Background: an optimization exercise with open tools, aiming at small area. Do not read the settings as production practice. Function was checked by simulation only, so behaviour that the tests miss may differ from the original. Power and IR drop assume default switching activity.

`flow/design.v`:
```
module cxd2545_core (
	input         clk,
	input         rst_n,
	input         cxd_clk,
	input         cxd_data,
	input         cxd_xlat,
	input         sqck,
	input         host_read_n,
	input  [3:0]  host_addr,
	output [23:0] host_cmd,
	output        host_irq_n,
	input  [15:0] sens_pins,
	input         soct_sel,
	input         trc_en,
	input         drain,
	input  [15:0] trc_div,
	output [31:0] track_count,
	output        trc_toggle,
	input         st_valid,
	input  [31:0] st_data,
	input         st_sof,
	input         st_eof,
	output        st_ready,
	output        sens,
	output        subq,
	output        scor,
	output        c2po,
	output        cd_bclk,
	output        cd_lrck,
	output        cd_data
);
	wire rst = ~rst_n;
	reg [4:1] clk_d, xlat_d;
	reg [5:1] sqck_d;
	reg [3:1] data_d;
	always @(posedge clk) begin
		data_d <= {data_d[2:1], cxd_data};
		if (rst) begin
			clk_d  <= 4'b0;
			xlat_d <= 4'b0;
			sqck_d <= 5'b0;
		end else begin
			clk_d  <= {clk_d[3:1], cxd_clk};
			xlat_d <= {xlat_d[3:1], cxd_xlat};
			sqck_d <= {sqck_d[4:1], sqck};
		end
	end
	wire cpu_clk_rise  = clk_d[1] & ~clk_d[2];
	wire cpu_xlat_fall = ~xlat_d[1] & xlat_d[2];
	wire s_clk_rise    = clk_d[3] & ~clk_d[4];
	wire s_xlat_fall   = ~xlat_d[3] & xlat_d[4];
	wire soct_sq_fall  = ~sqck_d[3] & sqck_d[4];
	wire subq_sq_fall  = ~sqck_d[4] & sqck_d[5];
	reg [23:0] cur_cmd;
	reg [23:0] cmd;
	reg        irq_n;
	always @(posedge clk) begin
		if (rst) begin
			cur_cmd <= 24'h0;
			cmd     <= 24'h0;
			irq_n   <= 1'b1;
		end else begin
			if (cpu_clk_rise)
				cur_cmd <= {data_d[1], cur_cmd[23:1]};
			if (cpu_xlat_fall)
				cmd <= cur_cmd;
			if (!host_read_n && host_addr == 4'h1)
				irq_n <= 1'b1;
			else if (cpu_xlat_fall)
				irq_n <= 1'b0;
		end
	end
	assign host_cmd   = cmd;
	assign host_irq_n = irq_n;
	reg cd_c2po;
	assign c2po = cd_c2po;
	reg [15:0] pre_cnt;
	reg [8:0]  div_cnt;
	reg        toggle;
	reg        prev_trig;
	reg        trk_done;
	reg [30:0] trk_cnt;
	wire tick = ~(pre_cnt < trc_div);
	always @(posedge clk) begin
		if (rst) begin
			pre_cnt   <= 16'h0;
			div_cnt   <= 9'h0;
			toggle    <= 1'b0;
			prev_trig <= 1'b0;
			trk_done  <= 1'b0;
		end else if (!tick) begin
			pre_cnt <= pre_cnt + 1'b1;
		end else begin
			pre_cnt <= 16'h0;
			if (!div_cnt[8]) begin
				div_cnt <= div_cnt + 1'b1;
			end else begin
				div_cnt <= 9'h0;
				toggle  <= ~toggle;
			end
			prev_trig <= trc_en;
			if (prev_trig && !trc_en)
				trk_done <= 1'b1;
			else if (!prev_trig && trc_en)
				trk_done <= 1'b0;
		end
	end
	always @(posedge clk) begin
		if (tick) begin
			if (!prev_trig && trc_en)
				trk_cnt <= 31'h0;
			else if (!trk_done && !(prev_trig && !trc_en))
				trk_cnt <= trk_cnt + 1'b1;
		end
	end
	assign trc_toggle  = toggle;
	assign track_count = {trk_done, trk_cnt & {31{trk_done}}};
	reg [2:0] s_cnt;
	reg [2:0] s_shift;
	reg [3:0] s_sel;
	reg       sens_r;
	wire [15:0] sens_data = {sens_pins[15:14], cd_c2po, toggle, sens_pins[11],
	                         ~cd_c2po, sens_pins[9:0]};
	always @(posedge clk) begin
		if (s_clk_rise)
			s_shift <= {data_d[3], s_shift[2:1]};
	end
	always @(posedge clk) begin
		if (rst) begin
			s_cnt  <= 3'h0;
			s_sel  <= 4'h0;
			sens_r <= 1'b0;
		end else begin
			if (s_xlat_fall) begin
				s_cnt <= 3'h0;
			end else if (s_clk_rise) begin
				s_cnt <= s_cnt + 1'b1;
				if (s_cnt == 3'd7)
					s_sel <= {data_d[3], s_shift};
			end
			sens_r <= sens_data[s_sel];
		end
	end
	assign sens = sens_r;
	reg [4:0] o_pos;
	reg       o_fok;
	reg       o_lock;
	reg       o_out;
	always @(posedge clk) begin
		if (s_xlat_fall && !soct_sq_fall) begin
			o_fok  <= sens_pins[5];
			o_lock <= ~cd_c2po;
		end
	end
	always @(posedge clk) begin
		if (rst) begin
			o_pos <= 5'd16;
			o_out <= 1'b0;
		end else if (soct_sq_fall) begin
			if (!o_pos[4])
				o_pos <= o_pos + 1'b1;
			o_out <= (o_pos <= 5'd6) | (o_pos == 5'd13 && o_fok) |
			         ((o_pos == 5'd14 || o_pos == 5'd15) && o_lock);
		end else if (s_xlat_fall) begin
			o_pos <= 5'd0;
			o_out <= 1'b1;
		end
	end
	reg lock_drain;
	always @(posedge clk) begin
		if (rst)
			lock_drain <= 1'b0;
		else if (drain)
			lock_drain <= 1'b1;
		else if (st_sof)
			lock_drain <= 1'b0;
	end
	reg wait_data;
	assign st_ready = (!drain || st_sof) ? wait_data : 1'b1;
	wire acc = st_valid & ~lock_drain & wait_data;
	reg [9:0]  word_cnt;
	reg [31:0] w_new;
	reg [31:0] w_next;
	reg        w_next_v;
	reg        new_c2po;
	reg [31:0] w_out;
	reg        w_out_v;
	reg        c2po_delay;
	reg [5:0]  cd_cnt;
	reg        clk_out;
	reg        cd_data_r;
	wire frame = (cd_cnt == 6'd0) & clk_out;
	always @(posedge clk) begin
		if (acc && (word_cnt < 10'd587 || st_sof))
			w_new <= st_data;
		if (frame) begin
			if (!wait_data)
				w_next <= w_new;
			w_out <= w_next;
		end
	end
	reg frame_bit;
	always @(*) begin
		if (cd_cnt >= 6'd40)
			frame_bit = w_out[31];
		else if (cd_cnt >= 6'd24)
			frame_bit = w_out[cd_cnt - 6'd8];
		else if (cd_cnt >= 6'd16)
			frame_bit = w_out[15];
		else
			frame_bit = w_out[cd_cnt[3:0]];
	end
	always @(posedge clk) begin
		if (rst) begin
			wait_data  <= 1'b1;
			word_cnt   <= 10'h0;
			w_next_v   <= 1'b0;
			new_c2po   <= 1'b0;
			w_out_v    <= 1'b0;
			c2po_delay <= 1'b0;
			cd_c2po    <= 1'b0;
			cd_cnt     <= 6'd0;
			clk_out    <= 1'b0;
			cd_data_r  <= 1'b0;
		end else begin
			if (acc) begin
				if (st_sof)
					word_cnt <= 10'h0;
				else
					word_cnt <= word_cnt + 1'b1;
				if (word_cnt < 10'd587 || st_sof)
					wait_data <= 1'b0;
			end
			if (frame) begin
				if (!wait_data)
					wait_data <= 1'b1;
				w_next_v  <= ~wait_data;
				new_c2po  <= wait_data;
			end
			clk_out <= ~clk_out;
			if (clk_out) begin
				cd_c2po <= c2po_delay;
				if (cd_cnt != 6'd0) begin
					cd_cnt <= cd_cnt - 1'b1;
				end else begin
					cd_cnt     <= 6'd47;
					w_out_v    <= w_next_v;
					c2po_delay <= new_c2po;
				end
				cd_data_r <= w_out_v & frame_bit;
			end
		end
	end
	assign cd_bclk = clk_out;
	assign cd_lrck = (cd_cnt >= 6'd23) && (cd_cnt != 6'd47);
	assign cd_data = cd_data_r;
	wire load_q = acc & st_eof;
	reg [31:0] q1, q2;
	reg [95:0] sub_q;
	reg        sub_q_v;
	reg        sqso;
	reg        scor_r;
	reg [3:0]  scor_latch;
	always @(posedge clk) begin
		if (subq_sq_fall)
			sub_q <= {sub_q[94:0], 1'b0};
		else if (load_q)
			sub_q <= {q2, q1, st_data};
	end
	always @(posedge clk) begin
		if (rst) begin
			q1         <= 32'h0;
			q2         <= 32'h0;
			sub_q_v    <= 1'b0;
			sqso       <= 1'b0;
			scor_r     <= 1'b0;
			scor_latch <= 4'h0;
		end else begin
			if (acc) begin
				q1 <= st_data;
				q2 <= q1;
			end
			if (subq_sq_fall)
				sqso <= sub_q_v & sub_q[95];
			else if (load_q) begin
				sqso    <= 1'b1;
				sub_q_v <= 1'b1;
			end
			if (load_q) begin
				scor_latch <= 4'hf;
				scor_r     <= 1'b1;
			end else if (scor_latch != 4'h0)
				scor_latch <= scor_latch - 1'b1;
			else
				scor_r <= 1'b0;
		end
	end
	assign scor = ~soct_sel & scor_r;
	assign subq = soct_sel ? o_out : sqso;
endmodule
```
`flow/flow/run.sh`:
```
#!/bin/bash
# Standard ORFS layout with smaller port buffers and a clock tree without
# dummy loads. Each tool's output goes to the ORFS logs under orfs/logs and
# make's own output to make.log in the work folder.
set -euo pipefail
cd "$(dirname "$0")/.."
bash standard.sh \
  "BUFFER_PORTS_ARGS=-buffer_cell sky130_fd_sc_hd__buf_1" \
  "CTS_ARGS=-sink_clustering_enable -repair_clock_nets -dont_use_dummy_load -buf_list sky130_fd_sc_hd__clkbuf_4" \
  finish > make.log 2>&1
```
`flow/standard.sh`:
```
#!/bin/bash
# synth_recipe.tcl (not shown) runs the flow's synth.tcl, then flattens the netlist and writes it again
# the make line also repeats each setting of config.mk as NAME=value (left out here)
make -C /OpenROAD-flow-scripts/flow DESIGN_CONFIG=/design/flow/config.mk WORK_HOME=/design/flow/orfs CLKGATE_MAP_FILE= SYNTH_SCRIPT=/design/flow/synth_recipe.tcl "${@:-finish}"
```
`flow/config.mk`:
```
export PLATFORM = sky130hd
export DESIGN_NAME = cxd2545_core
export DESIGN_NICKNAME = cxd2545_core
export VERILOG_FILES = /design/flow/design.v
export SDC_FILE = /design/flow/constraint.sdc
export NUM_CORES = 4
export LEC_CHECK = 0
export CAP_MARGIN = 20
export CORE_MARGIN = 2
export CORE_UTILIZATION = 40
export PLACE_DENSITY = 0.6
export SLEW_MARGIN = 20
```
`flow/constraint.sdc`:
```
create_clock -name core_clock -period 10.0 [get_ports {clk}]
set_input_delay 2.0000 -clock core_clock [delete_from_list [all_inputs] [get_ports {clk}]]
set_output_delay 2.0000 -clock core_clock [all_outputs]
set_load 0.01 [all_outputs]
```
==> impl_metrics.yaml, run 1 <==
sta:
  fin_crit_sh_pct: 45.5
  finalSetupTns_ns: 0
  rsz0062_at_grt: "false"
  worstMarginPinSlew_ns: 0.976
  min_period_ns: 4.55
  hold_viol_final: 0
  relSlewSlack_pct: 34.6
  final-setup-viol-count: 0
  fmax_ghz: 0.220
  whs_ns: 0.325
  finClkSkew_ns: 0.0960
  finalMaxSlewViolations: 0
  fin_ws_ns: 5.45
route:
  vias_per_cell: 5.01
  ant_nets: 0
  wl_per_cell_um: 14.8
  first_iter_violations: 801
  vias: 12300
  routed_wl_um: 36500
  first_pass_iters: 5
  drc: 0
logic_synthesis:
  async_reset_ff_share_pct: 0
  syn-num-nets: 1815
  syn-instance-count: 1700
  synth_edf_count: 227
  synthFlopType: "edfxtp_1"
  seq_area_frac_synth_pct: 61.4
  synth_area_um2: 17800
  ys_ff_latch: 431
  ys_warn_count: 1
  synth.avg_cell_area_um2: 10.4
  synth_cell_types: 54
clock_network:
  hold_buffers: 0
  cts_tree: "built"
  htreeDepth: 3
  cts_inserted_buffers: 112
  insertion_delay_ns: 0.82
  cts_resized: 0
  cts_buffer_depth: 3
  clockRootBuffer: "clkbuf_4"
  cts_setup_buffers: 0
  cts_sinks: 431
  clkTransAtPathRegs_ns: 0.06
pwr:
  power_density_nw_per_um2: 168
  peakVddDrop_mv: 0.0799
  p_leak_nw: 6.78
global_routing:
  grt_max_degree: 107
  grt_antenna_before_repair: 1
  grt_pass1_vias: 12400
  grt_usage_pct: 15.9
  grt_first_pass_wirelength_um: 60400
  grt.overflow.total: 0
worst_setup_path:
  cp_num_cells: 3
  rr_worst_depth: 7
  end_kind: "output port"
  required_ns: 8.00
  cp_slowest_cell: "mux2_2"
  cp.arrival_ns: 2.55
  crit_family: "multiplexers"
  cp_common_cell: "buf_1"
  path_class: "in -> out"
  slowest_delay_ns: 0.33
  ff2ff_setup_slack_ns: 7.19
  cp-start-kind: "input pin"
  path_max_fanout: 2
  path_buf_inv: 2
  path_cells: "buf_1 > mux2_2 > buf_1"
place:
  post-dp-hpwl_um: 22000
  placed_cells: 2350
  port-buffer-count: 143
  place_area_um2: 18800
  dp_slack_ns: 5.41
  routabilityCongestion: 0.832
layout:
  final_area_um2: 19700
  final_cells: 2463
  area_delta_synth_final_pct: 10.7
  final_layout_size_suffix_gt1_share_pct: 8.45
  layout.nets: 1987
die:
  die_w_um: 215
  core_um2: 44000
  io_pins: 147
  rows: 77
  fp.dieH_um: 215
  start_util_pct: 40.3
  dieArea_um2: 46100
run_status:
  outcome: "complete, no violations"
worst_hold_path:
  min_path_cells: 0
  hold_class: "reg -> reg"
run:
  maxCapViolations: 0
## routing by layer
layer | wire length, um | global-route usage, % | vias to the layer above
met4 | 863 | 6.94 | 0
met1 | 16600 | 19.8 | 5835
met2 | 17200 | 26.6 | 296
met3 | 1760 | 3.67 | 69
met5 | 0 | 0 | -
li1 | - | - | 6141
## cell usage after synthesis (2+ instances only)
cell type,n,area share (%)
nand2_1,484,10
edfxtp_1,227,38
dfxtp_1,204,23
a21boi_0,119,5.0
o21ai_0,111,3.1
clkbuf_1,88,1.9
nor2_1,82,1.7
and2_1,50,1.8
xor2_1,42,2.1
nand3_1,39,1.1
ha_1,34,2.4
inv_1,33,0.70
a21oi_1,17,0.48
and3_1,16,0.56
nor2b_1,16,0.56
mux2i_1,15,0.85
mux4_2,14,1.8
xnor2_1,12,0.59
nand4_1,11,0.39
nor3_1,9,0.25
a31oi_1,7,0.25
or4_1,6,0.25
buf_2,5,0.14
nand2b_1,5,0.18
or3_1,5,0.18
a211oi_1,4,0.17
a21boi_1,4,0.17
or2_2,4,0.14
buf_1,3,0.063
nor4_1,3,0.11
a21o_1,2,0.085
a221oi_1,2,0.099
a41oi_1,2,0.099
and4_1,2,0.099
o211ai_1,2,0.085
o21a_1,2,0.085
o21ai_1,2,0.056
## flip-flops by register name, indices dropped and copies added (netlist names), 10 cells and up
name,count
word_cnt,10
cmd,24
sub_q,96
w_new,32
q2,32
w_out,32
cur_cmd,24
trk_cnt,31
pre_cnt,16
w_next,32
q1,32
## cell usage in the layout, fill, tap and decap left out, drive strengths merged, types with 2 or more instances in the layout
master and instances:
a41oi 2, and4 2, a211oi 4, mux4 14, nand2b 5, and3 16, o21ai 113, nand4 11
or3 5, nor3 9, or2 4, inv 33, o21a 2, edfxtp 227, nand3 39, a31oi 7
xnor2 12, and2 50, a21boi 123, o211ai 2, nor4 4, buf 154, a21oi 17, clkbuf 113
nand2 484, a21o 2, a221oi 2, or4 6, dfxtp 204, xor2 42, ha 34, mux2i 15
nor2 82, nor2b 16
## metrics by stage
step           utilization, %  power [W]
2_1_floorplan               -    0.00216
3_3_place_gp             42.7    0.00223
3_5_place_dp             42.7    0.00224
4_1_cts                  44.6    0.00337
5_1_grt                  44.6    0.00348
6_report                 44.6    0.00331
## power by group
part	switching (W)	internal, W	total [W]
sequential	0.0000414	0.00193	0.00197
clock	0.000609	0.000503	0.00111
combinational	0.000142	0.0000800	0.000222
total	0.000792	0.00252	0.00331
## path summary, 6_finish.rpt
path / start / endpoint
worst max-delay path: soct_sel / subq
worst min-delay path: data_d[2] / data_d[3]
worst max register to register: pre_cnt[2] / pre_cnt[4]
worst min register to register: data_d[2] / data_d[3]
## area by class of cell
cell class | instances | area [um2]
antenna | 1 | 2.50
clock buffer | 112 | 841
fill | 4260 | 24400
inverter | 34 | 128
multi-input combinational | 1138 | 6410
sequential | 431 | 10900
tap | 592 | 741
timing repair buffer | 155 | 631
## cells by family after synthesis
family	Yosys count	synth area share, %
AOI/OAI and AO/OA	284	10.3
xor gates and xnor gates	54	2.66
adders and majority gates	34	2.40
buffers and inverters	131	2.83
DFF	431	61.4
muxes	30	2.68
and+or+nand+nor	736	17.8
==> run 2, diff against run 1 <==
==> flow/run.sh (new file) <==
#!/bin/bash
# synth_recipe.tcl (not shown) runs the flow's synth.tcl, then flattens the netlist and writes it again
# the make line also repeats each setting of config.mk as NAME=value (left out here)
make -C /OpenROAD-flow-scripts/flow DESIGN_CONFIG=/design/flow/config.mk WORK_HOME=/design/flow/orfs CLKGATE_MAP_FILE= SYNTH_SCRIPT=/design/flow/synth_recipe.tcl finish
removed: flow/flow/run.sh
removed: flow/standard.sh
==> impl_metrics.yaml, run 2 <==
run_status:
  outcome: "complete, no violations"
logic_synthesis:
  syn-num-nets: 1815
  synth_area_um2: 17800
  synthFlopType: "edfxtp_1"
  synth_cell_types: 54
  async_reset_ff_share_pct: 0
  synth.area.top_cells: "edfxtp_1 38%, dfxtp_1 23%, nand2_1 10%, a21boi_0 5.0%, o21ai_0 3.1%"
  ys_warn_count: 1
  synth_top_area_share_pct: 38.4
  synth.top_cells.by_count: "484 x nand2_1, 227 x edfxtp_1, 204 x dfxtp_1, 119 x a21boi_0, 111 x o21ai_0"
  yosysTopAreaCell: "edfxtp_1"
  yosysMostFrequentCell: "nand2_1"
  syn-instance-count: 1700
  ys_ff_latch: 431
  synth_edf_count: 227
  synth.avg_cell_area_um2: 10.4
  seq_area_frac_synth_pct: 61.4
clock_network:
  htreeDepth: 2
  clkTransAtPathRegs_ns: 0.06
  cts_buffer_depth: 3
  cts_resized: 0
  cts_tree: "built"
  cts_sinks: 431
  clockRootBuffer: "clkbuf_16"
  cts_inserted_buffers: 46
  insertion_delay_ns: 0.57
  hold_buffers: 0
  cts_setup_buffers: 0
global_routing:
  grt_pass1_vias: 11700
  grt_max_degree: 108
  grt_antenna_before_repair: 0
  busiest_layer: "met2"
  grt_usage_pct: 15.7
  grtUsageMet3_pct: 2.52
  grt_use_met2_pct: 26.5
  grt_first_pass_wirelength_um: 59800
  use_met1_pct: 20.4
  grt.overflow.total: 0
die:
  rows: 77
  fp.dieH_um: 215
  io_pins: 147
  die_w_um: 215
  start_util_pct: 40.3
  dieArea_um2: 46100
  core_um2: 44000
route:
  first_pass_iters: 6
  wl_per_cell_um: 15.0
  vias_per_cell: 4.94
  first_iter_violations: 766
  ant_nets: 0
  drc: 0
  vias: 12000
  routed_wl_um: 36400
pwr:
  p_sw_w: 0.000878
  p_int_w: 0.00294
  p_total_w: 0.00382
  power_density_nw_per_um2: 181
  peakVddDrop_mv: 0.106
  p_comb_share_pct: 6.4
  clock_power_share_pct: 42.0
  p_leak_nw: 7.32
  switching_share_pct: 23.0
  p_seq_share_pct: 51.6
worst_setup_path:
  end_kind: "output port"
  cp-start-kind: "input pin"
  path_class: "in -> out"
  cp.arrival_ns: 3.29
  path_max_fanout: 2
  crit_path_start: "soct_sel"
  required_ns: 8.00
  worstReg2RegStart: "wait_data"
sta:
  finalMaxSlewViolations: 0
  hold_viol_final: 0
  rsz0062_at_grt: "false"
  final-setup-viol-count: 0
  min_period_ns: 5.29
  finClkSkew_ns: 0.0130
  fmax_ghz: 0.189
  fin_crit_sh_pct: 52.9
  worstMarginPinSlew_ns: 1.09
  relSlewSlack_pct: 27.4
  finalSetupTns_ns: 0
layout:
  layout_common_cells: "482 x nand2_1, 227 x edfxtp_1, 204 x dfxtp_1"
  final_layout_size_suffix_gt1_share_pct: 6.02
  antennaDiodeCount: 0
  largest_reg_flops: 96
  final_core_util_pct: 48.0
  layout.nets: 1921
  n_fill_cell: 4067
  area_delta_synth_final_pct: 18.9
  regMostFlops: "sub_q"
  layout_commonest_cell: "nand2_1"
worst_hold_path:
  hold_class: "reg -> reg"
  min_from: "data_d[2]"
place:
  post-dp-hpwl_um: 22000
  routabilityCongestion: 0.785
  port-buffer-count: 143
run:
  maxCapViolations: 0
[run 2: changes by cell type in the layout (fill, tap and decap cells not counted), sizes merged]
cell           previous run  this run
buf                     154        13
clkdlybuf4s50             0       142
inv                      33        36
diode                     1         0
clkinv                    1        20
bufinv                    0         1
clkbuf                  113        61
clkinvlp                  0         1
[run 2: cells by family after synthesis]
logic type	share of synthesized area [%]
and+or+nand+nor	17.8
DFF	61.4
AOI/OAI and AO/OA	10.3
buffers and inverters	2.83
xor gates and xnor gates	2.66
adders and majority gates	2.40
muxes	2.68
[run 2: cell type report]
class                           count  area, um2  share of cell area (%)
Inverter                           34        128                   0.604
Timing Repair Buffer              155       1530                    7.23
Clock inverter                     24        161                   0.764
Clock buffer                       61       1250                    5.91
Sequential cell                   431      10900                    51.6
Tap cell                          592        741                    3.51
Multi-Input combinational cell   1138       6410                    30.4
[run 2: per-layer routing]
layer / wire length [um] / up-vias
li1: - / 6016
met1: 17000 / 5760
met2: 17300 / 208
met3: 1410 / 51
met4: 762 / 0
met5: 0 / -
[run 2: final timing paths]
kind / end / slack [ns] / depth (start not counted)
min reg2reg: data_d[3] / 0.34 / 0
max reg2reg: sub_q[66] / 6.71 / 6
max: subq / 4.71 / 3
min: data_d[3] / 0.34 / 0
[run 2: power by group through the flow]
| stage | logic [W] | registers, W | clock network (W) |
|---|---|---|---|
| detailed placement | 0.000247 | 0.00201 | 0 |
| finish | 0.000245 | 0.00197 | 0.00160 |
| floorplan | 0.000162 | 0.00200 | 0 |
| CTS | 0.000248 | 0.00197 | 0.00165 |
| global placement | 0.000239 | 0.00201 | 0 |
| global route | 0.000275 | 0.00198 | 0.00172 |
[run 2: critical path, cell delays in order]
cell	delay, ns
clkdlybuf4s50_1	0.48
mux2_2	0.33
clkdlybuf4s50_1	0.47
[run 2: through the flow]
step / std cells / cell area (um2) / setup slack, ns / hold slack [ns]
final: 2435 / 21100 / 4.71 / 0.339
after global routing: 2435 / 21100 / 4.67 / 0.361
after CTS: 2434 / 21100 / 4.71 / 0.343
after detailed placement: 2349 / 19700 / 4.71 / 0.329
after global placement: 2349 / 19700 / 4.71 / 0.311
after floorplan: 1700 / 17800 / 4.77 / 0.310
==> run 3, diff against run 2 <==
==> flow/flow/run.sh (new file) <==
#!/bin/bash
# Standard ORFS layout with smaller port buffers and a clock tree of
# clkbuf_4 cells without dummy loads. Each tool's output goes to the ORFS
# logs under orfs/logs and make's own output to make.log in the work folder.
set -euo pipefail
cd "$(dirname "$0")/.."
bash standard.sh \
  "BUFFER_PORTS_ARGS=-buffer_cell sky130_fd_sc_hd__buf_1" \
  "CTS_ARGS=-sink_clustering_enable -repair_clock_nets -dont_use_dummy_load -buf_list sky130_fd_sc_hd__clkbuf_4 -sink_clustering_size 8 -sink_clustering_max_diameter 50" \
  finish > make.log 2>&1
==> flow/standard.sh (new file) <==
#!/bin/bash
# synth_recipe.tcl (not shown) runs the flow's synth.tcl, then flattens the netlist and writes it again
# the make line also repeats each setting of config.mk as NAME=value (left out here)
make -C /OpenROAD-flow-scripts/flow DESIGN_CONFIG=/design/flow/config.mk WORK_HOME=/design/flow/orfs CLKGATE_MAP_FILE= SYNTH_SCRIPT=/design/flow/synth_recipe.tcl "${@:-finish}"
removed: flow/run.sh
==> impl_metrics.yaml, run 3 <==
route:
  wl_per_cell_um: 15.0
  routed_wl_um: 36300
  ant_nets: 0
  first_iter_violations: 802
  first_pass_iters: 5
  drc: 0
  vias: 12100
  vias_per_cell: 5.02
die:
  start_util_pct: 40.3
  dieArea_um2: 46100
  fp.dieH_um: 215
  io_pins: 147
  rows: 77
  core_um2: 44000
  die_w_um: 215
clock_network:
  hold_buffers: 0
  cts_sinks: 431
  clkTransAtPathRegs_ns: 0.09
  clockRootBuffer: "clkbuf_4"
  cts_setup_buffers: 0
  cts_inserted_buffers: 61
  cts_resized: 0
  cts_buffer_depth: 3
  insertion_delay_ns: 0.85
  cts_tree: "built"
  htreeDepth: 2
worst_setup_path:
  crit_family: "multiplexers"
  end_kind: "output port"
  cp_slowest_cell: "mux2_2"
  path_class: "in -> out"
  path_max_fanout: 2
  cp.arrival_ns: 2.55
  cp-start-kind: "input pin"
  path_cells: "buf_1 > mux2_2 > buf_1"
  cp_common_cell: "buf_1"
  path_buf_inv: 2
  slowest_delay_ns: 0.33
  required_ns: 8.00
logic_synthesis:
  synth.area.top_cells: "edfxtp_1 38%, dfxtp_1 23%, nand2_1 10%, a21boi_0 5.0%, o21ai_0 3.1%"
  synth.top_cells.by_count: "484 x nand2_1, 227 x edfxtp_1, 204 x dfxtp_1, 119 x a21boi_0, 111 x o21ai_0"
  synth_top_area_share_pct: 38.4
  synth.avg_cell_area_um2: 10.4
  synth-simple-area-share_pct: 17.8
  async_reset_ff_share_pct: 0
  ys_warn_count: 1
  synth_top_family_by_area: "simple AND/OR/NAND/NOR gates"
  ys_ff_latch: 431
  synth-xor-area-share_pct: 2.66
  synth_area_um2: 17800
  seq_area_frac_synth_pct: 61.4
  synth_compound_area_share_pct: 10.3
  synth_edf_count: 227
  syn-instance-count: 1700
  yosysTopAreaCell: "edfxtp_1"
  synthFlopType: "edfxtp_1"
  synth_cell_types: 54
  syn-num-nets: 1815
  synthMuxAreaShare_pct: 2.68
  yosysMostFrequentCell: "nand2_1"
  synth_fa_ha_area_share_pct: 2.40
global_routing:
  grt.overflow.total: 0
  grt_pass1_vias: 11900
  grt_max_degree: 107
  grt_usage_pct: 15.8
  grt_first_pass_wirelength_um: 59700
  grt_antenna_before_repair: 2
layout:
  layout_commonest_cell: "nand2_1"
  area_delta_synth_final_pct: 8.56
  final_layout_size_suffix_gt1_share_pct: 5.88
  layout_common_cells: "482 x nand2_1, 227 x edfxtp_1, 204 x dfxtp_1"
  regMostFlops: "sub_q"
  layout.nets: 1936
  multi_input_area_um2: 6410
  n_fill_cell: 4250
  largest_reg_flops: 96
  seq_area_um2: 10900
  final_cells: 2414
run_status:
  outcome: "complete, no violations"
run:
  maxCapViolations: 0
sta:
  finalMaxSlewViolations: 0
  finalSetupTns_ns: 0
  hold_viol_final: 0
  fin_crit_sh_pct: 45.5
  worstMarginPinSlew_ns: 0.976
  relSlewSlack_pct: 34.6
  final-setup-viol-count: 0
  finClkSkew_ns: 0.105
  min_period_ns: 4.55
  fmax_ghz: 0.220
  rsz0062_at_grt: "false"
pwr:
  p_total_w: 0.00303
  power_density_nw_per_um2: 157
  peakVddDrop_mv: 0.0830
  p_leak_nw: 6.54
place:
  placed_cells: 2350
  post-dp-hpwl_um: 22000
  routabilityCongestion: 0.832
  port-buffer-count: 143
worst_hold_path:
  hold_class: "reg -> reg"
==> run 3: cell counts after synthesis <==
Identical to the previous run, type by type.
==> run 3: per-layer routing <==
metal  part of all wire, %  global-route usage, %
met5                     0                      0
met3                   4.5                   3.64
met1                    46                   20.2
met4                   2.0                   4.93
met2                    47                   26.5
==> run 3: metrics by stage <==
step	instance area (um2)	hold slack (ns)	utilization (%)	setup slack, ns
after global placement	18800	0.311	42.7	5.45
final	19300	0.343	43.8	5.45
after CTS	19300	0.343	43.8	5.26
after floorplan	17800	0.310	-	4.77
after detailed placement	18800	0.312	42.7	5.41
after global routing	19300	0.351	43.8	5.14
==> run 3: cell families after synthesis <==
family,after synthesis
AO/OA/AOI/OAI,284
XOR/XNOR,54
adder cells (fa/ha/maj),34
buffers and inverters,131
flip-flops,431
multiplexers,30
AND/OR/NAND/NOR,736
==> run 3: final cells by class <==
type / count / share of cell area (%)
Timing Repair Buffer: 155 / 3.27
Antenna cell: 3 / 0.0389
Inverter: 34 / 0.662
Tap cell: 592 / 3.84
Clock buffer: 61 / 2.38
Multi-Input combinational cell: 1138 / 33.3
Sequential cell: 431 / 56.5
==> run 3: path summary, 6_finish.rpt <==
| path | cells past startpoint | end | startpoint | slack [ns] |
|---|---|---|---|---|
| min reg2reg | 0 | data_d[3] | data_d[2] | 0.34 |
| min | 0 | data_d[3] | data_d[2] | 0.34 |
| max | 3 | subq | soct_sel | 5.45 |
| max reg2reg | 7 | pre_cnt[10] | pre_cnt[2] | 7.14 |
==> run 3: power by group <==
group | internal, W | leakage, nW | switching, W
clock | 0.000278 | 0.281 | 0.000555
sequential | 0.00193 | 3.77 | 0.0000412
combinational | 0.0000800 | 2.49 | 0.000142
==> run 3: worst register-to-register path, delay by kind of cell, from the launching register on <==
family | cells | cell delay [ns]
fa+ha+maj | 1 | 0.28
simple gates | 2 | 0.77
compound gates | 4 | 1.28
flops | 1 | 0.43
==> run 4, diff against run 3 <==
--- a/flow/config.mk
+++ b/flow/config.mk
@@ -9,4 +9,4 @@
 export CORE_MARGIN = 2
-export CORE_UTILIZATION = 40
-export PLACE_DENSITY = 0.6
+export CORE_UTILIZATION = 65
+export PLACE_DENSITY = 0.75
 export SLEW_MARGIN = 20
==> impl_metrics.yaml, run 4 <==
logic_synthesis:
  synthFlopType: "edfxtp_1"
  synth_top_area_share_pct: 38.4
  ys_warn_count: 1
  yosysMostFrequentCell: "nand2_1"
  synth_cell_types: 54
  synth.area.top_cells: "edfxtp_1 38%, dfxtp_1 23%, nand2_1 10%, a21boi_0 5.0%, o21ai_0 3.1%"
  syn-num-nets: 1815
  yosysTopAreaCell: "edfxtp_1"
  ys_ff_latch: 431
  syn-instance-count: 1700
  synth.top_cells.by_count: "484 x nand2_1, 227 x edfxtp_1, 204 x dfxtp_1, 119 x a21boi_0, 111 x o21ai_0"
  synth_edf_count: 227
  synth_area_um2: 17800
  synth.avg_cell_area_um2: 10.4
  async_reset_ff_share_pct: 0
  seq_area_frac_synth_pct: 61.4
route:
  routed_wl_um: 33200
  first_pass_iters: 7
  vias: 12000
  drc: 0
  first_iter_violations: 886
  wl_per_cell_um: 15.4
  ant_nets: 0
  vias_per_cell: 5.55
pwr:
  clock_power_share_pct: 26.8
  peakVddDrop_mv: 0.108
  p_sw_w: 0.000706
  p_seq_share_pct: 65.9
  p_leak_nw: 6.55
  p_int_w: 0.00228
  p_comb_share_pct: 7.3
  power_density_nw_per_um2: 158
  switching_share_pct: 23.6
layout:
  area_delta_synth_final_pct: 6.82
  layout_commonest_cell: "nand2_1"
  seq_area_um2: 10900
  final_core_util_pct: 70.6
  multi_input_area_um2: 6410
  final_cells: 2164
  final_layout_size_suffix_gt1_share_pct: 5.88
  regMostFlops: "sub_q"
  largest_reg_flops: 96
  layout.nets: 1937
  n_fill_cell: 2109
  layout_common_cells: "482 x nand2_1, 227 x edfxtp_1, 204 x dfxtp_1"
global_routing:
  grt_pass1_vias: 11400
  grt.overflow.total: 0
  grt_max_degree: 113
  grtUsageMet3_pct: 4.27
  grt_usage_pct: 23.3
  grt_use_met2_pct: 38.5
  grt_first_pass_wirelength_um: 55100
  busiest_layer: "met2"
  use_met1_pct: 32.0
  grt_antenna_before_repair: 2
clock_network:
  hold_buffers: 0
  insertion_delay_ns: 0.73
  cts_inserted_buffers: 60
  cts_setup_buffers: 0
  htreeDepth: 2
  cts_buffer_depth: 3
  cts_tree: "built"
  clkTransAtPathRegs_ns: 0.08
  clockRootBuffer: "clkbuf_4"
  cts_sinks: 431
  cts_resized: 0
sta:
  finalMaxSlewViolations: 0
  worstMarginPinSlew_ns: 1.07
  final-setup-viol-count: 0
  fin_crit_sh_pct: 45.6
  fmax_ghz: 0.219
  rsz0062_at_grt: "false"
  finClkSkew_ns: 0.0719
  min_period_ns: 4.56
  finalSetupTns_ns: 0
  relSlewSlack_pct: 28.7
  hold_viol_final: 0
place:
  post-dp-hpwl_um: 20500
  port-buffer-count: 143
  routabilityCongestion: 0.794
  placed_cells: 2101
worst_setup_path:
  path_cells: "buf_1 > mux2_2 > buf_1"
  path_buf_inv: 2
  cp_common_cell: "buf_1"
  cp.arrival_ns: 2.56
  required_ns: 8.00
  cp_slowest_cell: "mux2_2"
  cp-start-kind: "input pin"
  path_max_fanout: 2
  path_class: "in -> out"
  crit_family: "multiplexers"
  end_kind: "output port"
  slowest_delay_ns: 0.33
die:
  core_um2: 26900
  die_w_um: 169
  dieArea_um2: 28700
  rows: 60
  fp.dieH_um: 169
  start_util_pct: 66.1
  io_pins: 147
run:
  maxCapViolations: 0
worst_hold_path:
  hold_class: "reg -> reg"
run_status:
  outcome: "complete, no violations"
run 4: cell types whose count changed in the layout (fill, tap and decap cells not counted), sizes merged:
cell,change
buf,+2
clkbuf,-1
run 4: layout make-up:
cell class,instances,area share (%)
antenna,3,0.0396
clock buffer,60,2.37
inverter,34,0.673
multi-input combinational,1138,33.8
sequential,431,57.5
tap,341,2.25
timing repair buffer,157,3.40
run 4: per-stage QoR:
stage | hold WS [ns] | setup WS [ns] | cell area, um2 | total power (W)
after floorplan | 0.310 | 4.77 | 17800 | 0.00216
after global placement | 0.318 | 4.86 | 18500 | 0.00222
after detailed placement | 0.318 | 4.85 | 18500 | 0.00223
after CTS | 0.338 | 5.44 | 19000 | 0.00302
after global routing | 0.355 | 5.32 | 19000 | 0.00312
final | 0.336 | 5.44 | 19000 | 0.00299
run 4: final timing paths:
path / slack (ns) / endpoint / cells after the start / from
worst max-delay path: 5.44 / subq / 3 / soct_sel
worst min-delay path: 0.34 / data_d[3] / 0 / data_d[2]
worst max register to register: 6.37 / sub_q[92] / 7 / wait_data
worst min register to register: 0.34 / data_d[3] / 0 / data_d[2]
run 4: metal layers:
layer | vias up | share of wire (%)
met1 | 5637 | 45
li1 | 6027 | -
met5 | - | 0
met4 | 0 | 1.6
met3 | 47 | 5.6
met2 | 299 | 48
run 4: cells by family after synthesis:
family	Yosys count	share of synthesized area, %
flops	431	61.4
mux	30	2.68
buf+inv	131	2.83
fa+ha+maj	34	2.40
compound gates	284	10.3
xor+xnor	54	2.66
simple gates	736	17.8
run 4: power by group through the flow:
stage	sequential, W	combinational [W]	clock [W]
6_report	0.00197	0.000217	0.000801
5_1_grt	0.00198	0.000247	0.000897
4_1_cts	0.00197	0.000220	0.000829
3_5_place_dp	0.00201	0.000219	0
3_3_place_gp	0.00201	0.000210	0
2_1_floorplan	0.00200	0.000162	0
==> run 5, diff against run 4 <==
==> flow/flow/run.sh (replaced) <==
#!/bin/bash
# Layout flow: the standard synthesis, then its combinational gates re-mapped
# for area by ABC (flip-flops untouched), then the standard ORFS layout with
# smaller port buffers and a clock tree of clkbuf_4 cells without dummy
# loads. Each tool writes its full output to a log of its own: make.synth.log,
# resyn.log and make.layout.log in the work folder, and ORFS's per-step logs
# under orfs/logs.
set -euo pipefail
cd "$(dirname "$0")/.."
W=$PWD
R=$W/orfs/results/$FLOW_PLATFORM/cxd2545_core/base
bash standard.sh "$R/1_2_yosys.v" > make.synth.log 2>&1
cp "$R/1_2_yosys.v" "$W/1_2_yosys.standard.v"
RESYN_LIB=$FLOW_HOME/platforms/$FLOW_PLATFORM/lib/sky130_fd_sc_hd__tt_025C_1v80.lib \
RESYN_IN=$W/1_2_yosys.standard.v RESYN_OUT=$W/1_2_yosys.resyn.v RESYN_TOP=$FLOW_TOP \
RESYN_SCRIPT=$W/flow/resyn.abc \
  yosys -c flow/resyn.tcl > resyn.log 2>&1
cp "$W/1_2_yosys.resyn.v" "$R/1_2_yosys.v"
bash standard.sh \
  "BUFFER_PORTS_ARGS=-buffer_cell sky130_fd_sc_hd__buf_1" \
  "CTS_ARGS=-sink_clustering_enable -repair_clock_nets -dont_use_dummy_load -buf_list sky130_fd_sc_hd__clkbuf_4 -sink_clustering_size 8 -sink_clustering_max_diameter 50" \
  finish > make.layout.log 2>&1
==> flow/flow/resyn.abc (new file) <==
strash
&get -n
&st
&b
&dch -f
&nf -a -R 1000
&put
==> flow/flow/resyn.tcl (new file) <==
# Re-map the combinational logic of the standard synthesis netlist for area.
# The flip-flops and tie cells are kept as they are (same instances, names
# and cell types); only the gates between them are re-mapped by ABC.
yosys -import
set lib $::env(RESYN_LIB)
set out $::env(RESYN_OUT)
set top $::env(RESYN_TOP)
# models of the combinational cells, so that they can be flattened
read_liberty -ignore_miss_func $lib
delete sky130_fd_sc_hd__*df* sky130_fd_sc_hd__*dl* sky130_fd_sc_hd__conb_1 sky130_fd_sc_hd__*lpflow*
write_verilog -noattr $out.cells.v
design -reset
read_liberty -lib $lib
read_verilog -overwrite $out.cells.v
read_verilog $::env(RESYN_IN)
hierarchy -top $top
tee -o $out.before.txt stat -liberty $lib
flatten
techmap
opt_clean -purge
abc -liberty $lib -dont_use sky130_fd_sc_hd__probe_p_8 -dont_use sky130_fd_sc_hd__probec_p_8 \
  -dont_use *lpflow* -script $::env(RESYN_SCRIPT)
setundef -zero
opt_clean -purge
select $top
write_verilog -noattr -selected $out.raw.v
# the mapped netlist again, now with every cell a library cell
design -reset
read_liberty -lib $lib
read_verilog $out.raw.v
hierarchy -top $top
splitnets
yosys rename -hide w:*.*
opt_clean -purge
opt_clean -purge
hilomap -singleton -hicell sky130_fd_sc_hd__conb_1 HI -locell sky130_fd_sc_hd__conb_1 LO
insbuf -buf sky130_fd_sc_hd__buf_4 A X
opt_clean -purge
tee -o $out.after.txt stat -liberty $lib
check -assert -mapped
write_verilog -noattr -noexpr -nohex -nodec $out
--- a/flow/config.mk
+++ b/flow/config.mk
@@ -9,4 +9,4 @@
 export CORE_MARGIN = 2
-export CORE_UTILIZATION = 65
-export PLACE_DENSITY = 0.75
+export CORE_UTILIZATION = 40
+export PLACE_DENSITY = 0.6
 export SLEW_MARGIN = 20
==> impl_metrics.yaml, run 5 <==
sta:
  finalMaxSlewViolations: 0
  hold_viol_final: 0
  finalSetupTns_ns: 0
  rsz0062_at_grt: "false"
  fmax_ghz: 0.220
  finClkSkew_ns: 0.0924
  relSlewSlack_pct: 25.7
  fin_crit_sh_pct: 45.5
  worstMarginPinSlew_ns: 1.11
  final-setup-viol-count: 0
  min_period_ns: 4.55
die:
  rows: 72
  fp.dieH_um: 201
  die_w_um: 201
  core_um2: 38600
  dieArea_um2: 40500
  start_util_pct: 40.4
  io_pins: 147
worst_hold_path:
  hold_class: "reg -> reg"
global_routing:
  grt_first_pass_wirelength_um: 50400
  grt_usage_pct: 15.3
  grt_antenna_before_repair: 3
  grt.overflow.total: 0
  grt_max_degree: 98
  grt_pass1_vias: 9759
logic_synthesis:
  synth.avg_cell_area_um2: 13.8
  syn-instance-count: 1131
  synth_area_um2: 15600
  syn-num-nets: 1212
  ys_warn_count: 1
route:
  drc: 0
  ant_nets: 0
  vias_per_cell: 5.30
  wl_per_cell_um: 16.4
  routed_wl_um: 30900
  first_iter_violations: 616
  first_pass_iters: 5
  vias: 9978
place:
  port-buffer-count: 143
  post-dp-hpwl_um: 18600
  routabilityCongestion: 0.789
  place_area_um2: 16900
clock_network:
  clockRootBuffer: "clkbuf_4"
  cts_sinks: 431
  cts_buffer_depth: 3
  cts_resized: 0
  cts_setup_buffers: 0
  cts_inserted_buffers: 67
  clkTransAtPathRegs_ns: 0.08
  insertion_delay_ns: 0.73
  htreeDepth: 3
  hold_buffers: 0
  cts_tree: "built"
worst_setup_path:
  path_max_fanout: 2
  path_class: "in -> out"
  path_cells: "buf_1 > mux2_1 > buf_1"
  cp_common_cell: "buf_1"
  slowest_delay_ns: 0.32
  cp-start-kind: "input pin"
  cp_slowest_cell: "mux2_1"
  required_ns: 8.00
  cp.arrival_ns: 2.55
  end_kind: "output port"
pwr:
  peakVddDrop_mv: 0.0856
  p_int_w: 0.00230
  p_seq_share_pct: 65.7
  switching_share_pct: 23.2
  p_leak_nw: 6.00
  p_sw_w: 0.000694
  power_density_nw_per_um2: 171
  p_comb_share_pct: 5.6
  clock_power_share_pct: 28.7
layout:
  final_layout_size_suffix_gt1_share_pct: 7.65
  layout_common_cells: "227 x edfxtp_1, 209 x a22o_1, 204 x dfxtp_1"
  multi_input_area_um2: 4610
  layout_commonest_cell: "edfxtp_1"
  layout.nets: 1442
  final_area_um2: 17500
  n_fill_cell: 3601
  area_delta_synth_final_pct: 12.1
  regMostFlops: "sub_q"
  seq_area_um2: 10900
  largest_reg_flops: 96
run_status:
  outcome: "complete, no violations"
run:
  maxCapViolations: 0
==> run 5: path summary, 6_finish.rpt <==
check                 to  cells past startpoint  slack (ns)        from
max reg2reg  trk_cnt[30]                      9        6.83  trk_cnt[0]
min            data_d[3]                      0        0.33   data_d[2]
min reg2reg    data_d[3]                      0        0.33   data_d[2]
max                 subq                      3        5.45    soct_sel
==> run 5: cell type report <==
cell class / instances / area share (%)
multi-input combinational: 670 / 26.4
sequential: 431 / 62.4
inverter: 29 / 0.623
antenna: 4 / 0.0573
clock buffer: 67 / 2.88
tap: 518 / 3.71
timing repair buffer: 162 / 3.90
==> run 5: critical path, delay by kind of cell <==
family | cells | cell delay (ns)
muxes | 1 | 0.32
buffers and inverters | 2 | 0.23
==> run 5: per-layer routing <==
layer  up-vias  wire, um  global-route usage [%]
li1       4896         -                       -
met1      4828     14500                    20.3
met2       205     14100                    24.1
met3        49      1750                    4.42
met4         0       596                    5.70
met5         -         0                       0
==> run 5: per-stage QoR <==
stage / setup WS, ns / utilization (%) / power (W) / hold slack, ns / cells
floorplan: 2.16 / - / 0.00211 / 0.310 / 1131
CTS: 5.44 / 45.3 / 0.00305 / 0.332 / 1877
detailed placement: 5.29 / 44.0 / 0.00218 / 0.312 / 1810
global route: 5.42 / 45.3 / 0.00315 / 0.340 / 1880
finish: 5.45 / 45.3 / 0.00299 / 0.330 / 1881
global placement: 5.41 / 44.0 / 0.00217 / 0.315 / 1810
==> run 5: power groups by stage <==
stage / registers (W) / logic (W) / clock network, W
2_1_floorplan: 0.00200 / 0.000108 / 0
3_3_place_gp: 0.00201 / 0.000167 / 0
3_5_place_dp: 0.00201 / 0.000170 / 0
4_1_cts: 0.00197 / 0.000171 / 0.000911
5_1_grt: 0.00198 / 0.000188 / 0.000988
6_report: 0.00197 / 0.000167 / 0.000859
==> run 6, diff against run 5 <==
--- a/flow/flow/run.sh
+++ b/flow/flow/run.sh
@@ -20,3 +20,3 @@
   "BUFFER_PORTS_ARGS=-buffer_cell sky130_fd_sc_hd__buf_1" \
-  "CTS_ARGS=-sink_clustering_enable -repair_clock_nets -dont_use_dummy_load -buf_list sky130_fd_sc_hd__clkbuf_4 -sink_clustering_size 8 -sink_clustering_max_diameter 50" \
+  "CTS_ARGS=-sink_clustering_enable -repair_clock_nets -dont_use_dummy_load -buf_list sky130_fd_sc_hd__clkbuf_4 -sink_clustering_size 9 -sink_clustering_max_diameter 50" \
   finish > make.layout.log 2>&1
==> flow/flow/resyn.abc (replaced) <==
strash
&get -n
&st
&b
&dch -f
&nf -a -R 1000
&st
&b
&dch -f
&nf -a -R 1000
&st
&b
&dch -f
&nf -a -R 1000
&put
--- a/flow/config.mk
+++ b/flow/config.mk
@@ -7,3 +7,3 @@
 export LEC_CHECK = 0
-export CAP_MARGIN = 20
+export CAP_MARGIN = 10
 export CORE_MARGIN = 2
@@ -11,2 +11,2 @@
 export PLACE_DENSITY = 0.6
-export SLEW_MARGIN = 20
+export SLEW_MARGIN = 10
==> impl_metrics.yaml, run 6 <==
sta:
  rsz0062_at_grt: "false"
  final-setup-viol-count: 0
  fin_crit_sh_pct: 47.9
  fmax_ghz: 0.209
  finalMaxSlewViolations: 0
  whs_ns: 0.341
  relSlewSlack_pct: 25.2
  worstMarginPinSlew_ns: 1.12
  hold_viol_final: 0
  finClkSkew_ns: 0.0732
  min_period_ns: 4.79
  finalSetupTns_ns: 0
worst_setup_path:
  cp-start-kind: "input pin"
  cp_slowest_cell: "nand2_1"
  slowest_delay_ns: 0.60
  path_max_fanout: 21
  cp.arrival_ns: 5.41
  path_class: "in -> reg"
  required_ns: 10.62
  cp_common_cell: "nand2_1"
  end_kind: "register"
  path_cells: "buf_1 > nor2b_1 > maj3_1 > maj3_1 > a21oi_1 > a2bb2oi_1 > a21oi_1 > nor2_1 > a221oi_1 > o2bb2ai_1 > nand4_1 > a211oi_1 > a221o_1 > clkinv_1 > nand2_1 > nand2_1 > nand2_1 > o21ai_0"
clock_network:
  cts_inserted_buffers: 56
  cts_tree: "built"
  insertion_delay_ns: 0.79
  clockRootBuffer: "clkbuf_4"
  htreeDepth: 2
  clkTransAtPathRegs_ns: 0.10
  hold_buffers: 0
  cts_resized: 0
  cts_setup_buffers: 0
  cts_sinks: 431
  cts_buffer_depth: 3
route:
  drc: 0
  wl_per_cell_um: 16.2
  ant_nets: 0
  first_pass_iters: 5
  routed_wl_um: 30000
  vias: 9835
  vias_per_cell: 5.32
  first_iter_violations: 565
global_routing:
  grt_use_met2_pct: 23.9
  grt_first_pass_wirelength_um: 49800
  use_met1_pct: 20.0
  grtUsageMet3_pct: 3.87
  grt_max_degree: 96
  grt_usage_pct: 15.0
  busiest_layer: "met2"
  grt_pass1_vias: 9684
  grt_antenna_before_repair: 3
  grt.overflow.total: 0
die:
  core_um2: 37800
  rows: 71
  io_pins: 147
  dieArea_um2: 40100
  start_util_pct: 40.8
  fp.dieH_um: 200
  die_w_um: 200
place:
  post-dp-hpwl_um: 18200
  routabilityCongestion: 0.780
  place_area_um2: 16800
  port-buffer-count: 143
layout:
  final_layout_size_suffix_gt1_share_pct: 6.44
  layout.nets: 1418
  area_delta_synth_final_pct: 11.5
  largest_reg_flops: 96
  layout_common_cells: "227 x edfxtp_1, 212 x a22o_1, 204 x dfxtp_1"
  final_area_um2: 17200
  layout_commonest_cell: "edfxtp_1"
  final_core_util_pct: 45.5
  n_fill_cell: 3492
  regMostFlops: "sub_q"
pwr:
  power_density_nw_per_um2: 171
  p_total_w: 0.00294
  p_leak_nw: 5.89
  peakVddDrop_mv: 0.0929
logic_synthesis:
  synth.avg_cell_area_um2: 13.8
  syn-instance-count: 1120
  syn-num-nets: 1201
  synth_area_um2: 15400
  ys_warn_count: 1
run:
  maxCapViolations: 0
run_status:
  outcome: "complete, no violations"
worst_hold_path:
  hold_class: "reg -> reg"
[run 6: changes by cell type in the layout (fill, tap and decap cells not counted), sizes merged, moves of 4 or more]
cell	previous run	this run
clkbuf	68	57
a21oi	48	57
nor2	78	70
mux4	10	4
nor3	33	39
a211oi	7	3
a22oi	1	5
and3	24	28
o22ai	4	8
[run 6: final timing paths]
| kind | startpoint | endpoint | slack, ns | depth (start not counted) |
|---|---|---|---|---|
| setup / recovery | trc_div[0] | div_cnt[6] | 5.21 | 18 |
| hold / removal | data_d[2] | data_d[3] | 0.34 | 0 |
| setup reg to reg | trk_cnt[0] | trk_cnt[30] | 5.66 | 16 |
| hold reg to reg | data_d[2] | data_d[3] | 0.34 | 0 |
[run 6: critical path, delay by kind of cell]
kind / cells / cell delay (ns)
AO/OA/AOI/OAI: 8 / 1.22
AND/OR/NAND/NOR: 6 / 1.15
adder cells (fa/ha/maj): 2 / 0.70
buffers and inverters: 2 / 0.33
[run 6: cell type report]
cell class,count,area (um2),area share [%]
Antenna cell,3,7.51,0.0437
Clock buffer,56,420,2.45
Inverter,26,97.6,0.568
Multi-Input combinational cell,662,4450,25.9
Sequential cell,431,10900,63.4
Tap cell,511,639,3.72
Timing Repair Buffer,160,666,3.87
[run 6: power breakdown]
| part | internal, W | switching [W] | total [W] |
|---|---|---|---|
| Combinational | 0.0000598 | 0.000112 | 0.000172 |
| Clock | 0.000256 | 0.000541 | 0.000797 |
| Sequential | 0.00193 | 0.0000405 | 0.00197 |
[run 6: per-stage QoR]
stage | std cells | worst slack (ns)
2_1_floorplan | 1120 | 2.14
3_3_place_gp | 1790 | 4.40
3_5_place_dp | 1790 | 4.40
4_1_cts | 1846 | 5.24
6_report | 1849 | 5.21
5_1_grt | 1848 | 4.87
[run 6: routing by layer]
layer  vias to the layer above  part of all wire, %  routed length, um
met5                         -                    0                  0
met4                         0                  2.3                698
met3                        54                  5.2               1560
met2                       207                   46              13800
met1                      4758                   47              14000
li1                       4816                    -                  -
==> run 7, diff against run 6 <==
--- a/flow/flow/resyn.abc
+++ b/flow/flow/resyn.abc
@@ -2,2 +2,3 @@
 &get -n
+&deepsyn -T 60
 &st
==> impl_metrics.yaml, run 7 <==
layout:
  layout_common_cells: "227 x edfxtp_1, 215 x a22o_1, 204 x dfxtp_1"
  n_fill_cell: 3467
  final_layout_size_suffix_gt1_share_pct: 6.60
  seq_area_um2: 10900
  multi_input_area_um2: 4310
  area_delta_synth_final_pct: 11.6
  regMostFlops: "sub_q"
  largest_reg_flops: 96
  final_area_um2: 17000
  layout.nets: 1387
  layout_commonest_cell: "edfxtp_1"
clock_network:
  cts_setup_buffers: 0
  htreeDepth: 2
  cts_tree: "built"
  clockRootBuffer: "clkbuf_4"
  hold_buffers: 0
  cts_resized: 0
  cts_inserted_buffers: 57
  cts_buffer_depth: 3
  clkTransAtPathRegs_ns: 0.10
  insertion_delay_ns: 0.79
  cts_sinks: 431
global_routing:
  grt_use_met2_pct: 23.5
  grt_first_pass_wirelength_um: 47500
  grt_pass1_vias: 9117
  grt_antenna_before_repair: 3
  grt_usage_pct: 15.1
  busiest_layer: "met2"
  use_met1_pct: 20.7
  grtUsageMet3_pct: 3.95
  grt.overflow.total: 0
  grt_max_degree: 75
logic_synthesis:
  synth_area_um2: 15300
  ys_warn_count: 1
  syn-instance-count: 1089
  synth.avg_cell_area_um2: 14.0
  syn-num-nets: 1170
die:
  core_um2: 37600
  die_w_um: 199
  fp.dieH_um: 199
  start_util_pct: 40.6
  rows: 71
  dieArea_um2: 39700
  io_pins: 147
route:
  wl_per_cell_um: 16.5
  vias_per_cell: 5.27
  first_pass_iters: 5
  ant_nets: 0
  vias: 9575
  routed_wl_um: 30100
  drc: 0
  first_iter_violations: 564
worst_setup_path:
  path_class: "reg -> reg"
  path_max_fanout: 6
  required_ns: 10.45
  cp_slowest_cell: "edfxtp_1"
  cp-start-kind: "register"
  crit_path_start: "trk_cnt[0]"
  cp_common_cell: "and3_1"
  end_kind: "register"
  slowest_delay_ns: 0.43
  cp.arrival_ns: 5.70
  path_cells: "and3_1 > and3_1 > and2_0 > and3_1 > and2_0 > and3_1 > and2_0 > and3_1 > and2_0 > and3_1 > and2_0 > and3_1 > and2_0 > and3_1 > and2_0 > and3_1 > and2_0 > and3_1 > and3_1 > nor3_1"
  worstReg2RegStart: "trk_cnt[0]"
sta:
  min_period_ns: 5.25
  relSlewSlack_pct: 32.5
  rsz0062_at_grt: "false"
  hold_viol_final: 0
  final-setup-viol-count: 0
  fmax_ghz: 0.190
  finalSetupTns_ns: 0
  finalMaxSlewViolations: 0
  fin_crit_sh_pct: 52.5
  worstMarginPinSlew_ns: 1.01
  finClkSkew_ns: 0.0611
place:
  post-dp-hpwl_um: 18200
  place_area_um2: 16600
  routabilityCongestion: 0.782
  port-buffer-count: 143
pwr:
  peakVddDrop_mv: 0.0839
  power_density_nw_per_um2: 172
  p_leak_nw: 5.88
worst_hold_path:
  hold_class: "reg -> reg"
  min_from: "data_d[2]"
run:
  maxCapViolations: 0
run_status:
  outcome: "complete, no violations"
-- run 7: changes by cell type in the layout (fill, tap and decap cells not counted), sizes merged, moves of 4 or more --
| cell | change |
|---|---|
| nand3 | -11 |
| a21oi | +10 |
| a31oi | -7 |
| nor2 | -7 |
| and2 | +6 |
| nor2b | -5 |
| o21ai | -5 |
| a222oi | +4 |
-- run 7: area by class of cell --
| class | instances | area share, % |
|---|---|---|
| antenna | 3 | 0.0441 |
| clock buffer | 57 | 2.51 |
| inverter | 24 | 0.529 |
| multi-input combinational | 633 | 25.3 |
| sequential | 431 | 64.0 |
| tap | 511 | 3.75 |
| timing repair buffer | 159 | 3.86 |
-- run 7: path summary, 6_finish.rpt --
check / cells after the start / slack [ns] / end
setup / recovery: 20 / 4.75 / trk_cnt[30]
hold / removal: 0 / 0.34 / data_d[3]
setup reg to reg: 20 / 4.75 / trk_cnt[30]
hold reg to reg: 0 / 0.34 / data_d[3]
-- run 7: worst max-delay path: cells and delay by family (launching register included) --
kind	cells	cell delay, ns
and+or+nand+nor	20	4.52
DFF	1	0.43
-- run 7: where the power goes --
group	switching [W]	total, W	internal [W]
clock	0.000546	0.000806	0.000260
sequential	0.0000334	0.00196	0.00193
combinational	0.000109	0.000163	0.0000540
total	0.000689	0.00293	0.00224
-- run 7: layer usage --
layer	vias up	wire, um
met5	-	0
met1	4642	14500
met3	47	1520
met2	190	13500
li1	4696	-
met4	0	535
-- run 7: metrics by stage --
stage	util (%)	power, W	worst slack, ns	hold slack [ns]	std cells
final	45.3	0.00293	4.75	0.337	1818
after global routing	45.3	0.00307	4.28	0.340	1818
after CTS	45.3	0.00298	4.78	0.336	1815
after detailed placement	44.2	0.00217	4.56	0.312	1758
after global placement	44.2	0.00217	4.64	0.316	1758
after floorplan	-	0.00210	2.16	0.310	1089
==> run 8, diff against run 7 <==
--- a/flow/design.v
+++ b/flow/design.v
@@ -34,5 +34,5 @@
 	reg [5:1] sqck_d;
-	reg [3:1] data_d;
-	always @(posedge clk) begin
-		data_d <= {data_d[2:1], cxd_data};
+	reg       data_d;
+	always @(posedge clk) begin
+		data_d <= cxd_data;
 		if (rst) begin
@@ -63,3 +63,3 @@
 			if (cpu_clk_rise)
-				cur_cmd <= {data_d[1], cur_cmd[23:1]};
+				cur_cmd <= {data_d, cur_cmd[23:1]};
 			if (cpu_xlat_fall)
@@ -118,3 +118,2 @@
 	reg [2:0] s_cnt;
-	reg [2:0] s_shift;
 	reg [3:0] s_sel;
@@ -123,6 +122,2 @@
 	                         ~cd_c2po, sens_pins[9:0]};
-	always @(posedge clk) begin
-		if (s_clk_rise)
-			s_shift <= {data_d[3], s_shift[2:1]};
-	end
 	always @(posedge clk) begin
@@ -138,3 +133,3 @@
 				if (s_cnt == 3'd7)
-					s_sel <= {data_d[3], s_shift};
+					s_sel <= cur_cmd[23:20];
 			end
@@ -147,3 +142,2 @@
 	reg       o_lock;
-	reg       o_out;
 	always @(posedge clk) begin
@@ -155,15 +149,12 @@
 	always @(posedge clk) begin
-		if (rst) begin
-			o_pos <= 5'd16;
-			o_out <= 1'b0;
-		end else if (soct_sq_fall) begin
-			if (!o_pos[4])
+		if (rst)
+			o_pos <= 5'd17;
+		else if (soct_sq_fall) begin
+			if (o_pos != 5'd17)
 				o_pos <= o_pos + 1'b1;
-			o_out <= (o_pos <= 5'd6) | (o_pos == 5'd13 && o_fok) |
-			         ((o_pos == 5'd14 || o_pos == 5'd15) && o_lock);
-		end else if (s_xlat_fall) begin
+		end else if (s_xlat_fall)
 			o_pos <= 5'd0;
-			o_out <= 1'b1;
-		end
-	end
+	end
+	wire o_out = (o_pos <= 5'd7) | (o_pos == 5'd14 && o_fok) |
+	             ((o_pos == 5'd15 || o_pos == 5'd16) && o_lock);
 	reg lock_drain;
@@ -180,4 +171,4 @@
 	wire acc = st_valid & ~lock_drain & wait_data;
+	reg [31:0] q1, q2;
 	reg [9:0]  word_cnt;
-	reg [31:0] w_new;
 	reg [31:0] w_next;
@@ -193,7 +184,5 @@
 	always @(posedge clk) begin
-		if (acc && (word_cnt < 10'd587 || st_sof))
-			w_new <= st_data;
 		if (frame) begin
 			if (!wait_data)
-				w_next <= w_new;
+				w_next <= q1;
 			w_out <= w_next;
@@ -257,3 +246,2 @@
 	wire load_q = acc & st_eof;
-	reg [31:0] q1, q2;
 	reg [95:0] sub_q;
==> impl_metrics.yaml, run 8 <==
route:
  vias_per_cell: 5.39
  ant_nets: 0
  wl_per_cell_um: 16.7
  dr.max_layer_used: "met4"
  first_pass_iters: 5
  wl_met3_um: 1520
  wl_met1_um: 14000
  vias: 9358
  drc: 0
  first_iter_violations: 537
  routed_wl_um: 29000
  wl_met2_um: 12800
sta:
  hold_viol_final: 0
  whs_ns: 0.393
  finalSetupTns_ns: 0
  fmax_ghz: 0.178
  worstMarginPinSlew_ns: 1.10
  rsz0062_at_grt: "false"
  min_period_ns: 5.61
  finalMaxSlewViolations: 0
  relSlewSlack_pct: 26.9
  final-setup-viol-count: 0
  fin_crit_sh_pct: 56.1
  fin_ws_ns: 4.39
  finClkSkew_ns: 0.0846
pwr:
  peakVddDrop_mv: 0.0859
  power_density_nw_per_um2: 168
  p_total_w: 0.00266
  p_leak_nw: 5.49
layout:
  area_delta_synth_final_pct: 11.7
  multi_input_area_um2: 4330
  largest_reg_flops: 96
  layout_common_cells: "214 x a22o_1, 201 x dfxtp_1, 192 x edfxtp_1"
  seq_area_um2: 9790
  final_layout_size_suffix_gt1_share_pct: 5.94
  regMostFlops: "sub_q"
  n_fill_cell: 3223
  layout.nets: 1362
  final_core_util_pct: 45.6
  layout_commonest_cell: "a22o_1"
clock_network:
  clockRootBuffer: "clkbuf_4"
  cts_buffer_depth: 3
  insertion_delay_ns: 0.68
  clkTransAtPathRegs_ns: 0.10
  cts_inserted_buffers: 52
  cts_setup_buffers: 0
  htreeDepth: 2
  cts_resized: 0
  hold_buffers: 0
  cts_sinks: 393
  cts_tree: "built"
worst_setup_path:
  path_cells: "buf_1 > nor2b_1 > maj3_1 > maj3_1 > a21oi_1 > o2bb2ai_1 > a21oi_1 > o2bb2ai_1 > o221ai_1 > o21ai_0 > maj3_1 > maj3_1 > maj3_1 > a21oi_1 > a221oi_1 > a2bb2oi_1 > nand2_1 > and2_0 > a21oi_1"
  path_max_fanout: 22
  cp_slowest_cell: "nand2_1"
  path_class: "in -> reg"
  slowest_delay_ns: 0.60
  end_kind: "register"
  cp-start-kind: "input pin"
  required_ns: 10.56
  cp_common_cell: "maj3_1"
  cp.arrival_ns: 6.17
logic_synthesis:
  synth_area_um2: 14200
  syn-num-nets: 1151
  ys_warn_count: 1
  synth.avg_cell_area_um2: 13.3
  syn-instance-count: 1070
global_routing:
  grt_pass1_vias: 8954
  grt_antenna_before_repair: 1
  grt_first_pass_wirelength_um: 46400
  grt_usage_pct: 15.5
  grt_max_degree: 95
  grt.overflow.total: 0
die:
  die_w_um: 192
  start_util_pct: 40.9
  fp.dieH_um: 192
  rows: 68
  core_um2: 34700
  dieArea_um2: 37000
  io_pins: 147
place:
  routabilityCongestion: 0.768
  dp_slack_ns: 3.69
  port-buffer-count: 143
  post-dp-hpwl_um: 17300
worst_hold_path:
  hold_class: "reg -> reg"
run:
  maxCapViolations: 0
run_status:
  outcome: "complete, no violations"
-- run 8: critical path, delay by kind of cell --
kind / cells / cell delay, ns
and+or+nand+nor: 3 / 1.11
buffers and inverters: 1 / 0.07
AOI/OAI and AO/OA: 10 / 1.22
adders and majority gates: 5 / 1.78
-- run 8: metrics by stage --
step	std cells	area (um2)
final	1735	15800
after global routing	1735	15800
after CTS	1734	15800
after detailed placement	1682	15400
after global placement	1682	15400
after floorplan	1070	14200
-- run 8: area by class of cell --
type | instances | area share [%]
diodes | 1 | 0.0158
well taps | 455 | 3.59
inverters | 29 | 0.695
clock buffers | 52 | 2.46
flip-flops and latches | 393 | 61.8
multi-input cells | 647 | 27.3
repair buffers | 158 | 4.10
-- run 8: where the power goes --
part	leakage, nW	internal, W	switching (W)	total (W)
Combinational	1.80	0.0000526	0.000100	0.000153
Sequential	3.45	0.00174	0.0000348	0.00178
Clock	0.239	0.000238	0.000493	0.000731
Total	5.49	0.00203	0.000628	0.00266
-- run 8: metal layers --
layer | global-route usage [%] | vias up
met5 | 0 | -
met4 | 4.49 | 0
met3 | 3.00 | 56
met2 | 24.1 | 227
met1 | 22.0 | 4487
li1 | - | 4588
-- run 8: final timing paths --
check,startpoint,end,slack (ns),cells after the start
worst max-delay path,trc_div[0],toggle,4.39,19
worst max register to register,trk_cnt[0],trk_cnt[30],4.95,19
worst min register to register,w_next[30],w_out[30],0.39,0
worst min-delay path,w_next[30],w_out[30],0.39,0

[static timing again, ports no longer ideal]
Ports are ideal in the flow. The routed layouts listed here were re-timed in OpenROAD.
Step 1: set_driving_cell puts a clkbuf_16 on clk and a buf_2 on each other input, an assumption about the parent block.
Step 2 times the ports against the registers' clock, not the clock port: input delays grow and output delays shrink by t, the midpoint of the rising clock arrivals with the driver on.
Three values: ideal ports, drivers, drivers and shift; two values: the first two.
| run | shift t [ns] | setup WS [ns] | latest minus earliest clock arrival (ns) | slew at the worst register clock pin (ns) | pins driven straight from the clock port |
|---|---|---|---|---|---|
| run 1 | 0.820 | 5.449 / 5.427 / 5.374 | 0.104 / 0.104 | 0.07 / 0.07 | 1 |
| run 2 | 0.621 | 4.713 / 4.688 / 4.688 | 0.014 / 0.014 | 0.06 / 0.06 | 1 |
| run 3 | 0.839 | 5.449 / 5.401 / 5.347 | 0.134 / 0.134 | 0.10 / 0.10 | 1 |
| run 4 | 0.738 | 5.436 / 5.413 / 4.810 | 0.075 / 0.075 | 0.10 / 0.10 | 1 |
| run 5 | 0.729 | 5.446 / 5.422 / 5.422 | 0.093 / 0.092 | 0.09 / 0.09 | 1 |
| run 6 | 0.794 | 5.206 / 5.230 / 4.435 | 0.073 / 0.073 | 0.11 / 0.11 | 1 |
| run 7 | 0.806 | 4.750 / 4.750 / 4.599 | 0.066 / 0.066 | 0.11 / 0.11 | 1 |
| run 8 | 0.703 | 4.392 / 4.419 / 3.716 | 0.114 / 0.114 | 0.11 / 0.11 | 1 |
After both steps every run listed still meets setup and hold. For run 6, which loses most, drivers alone change the setup slack by +0.024 ns; drivers and shift together by -0.771 ns.
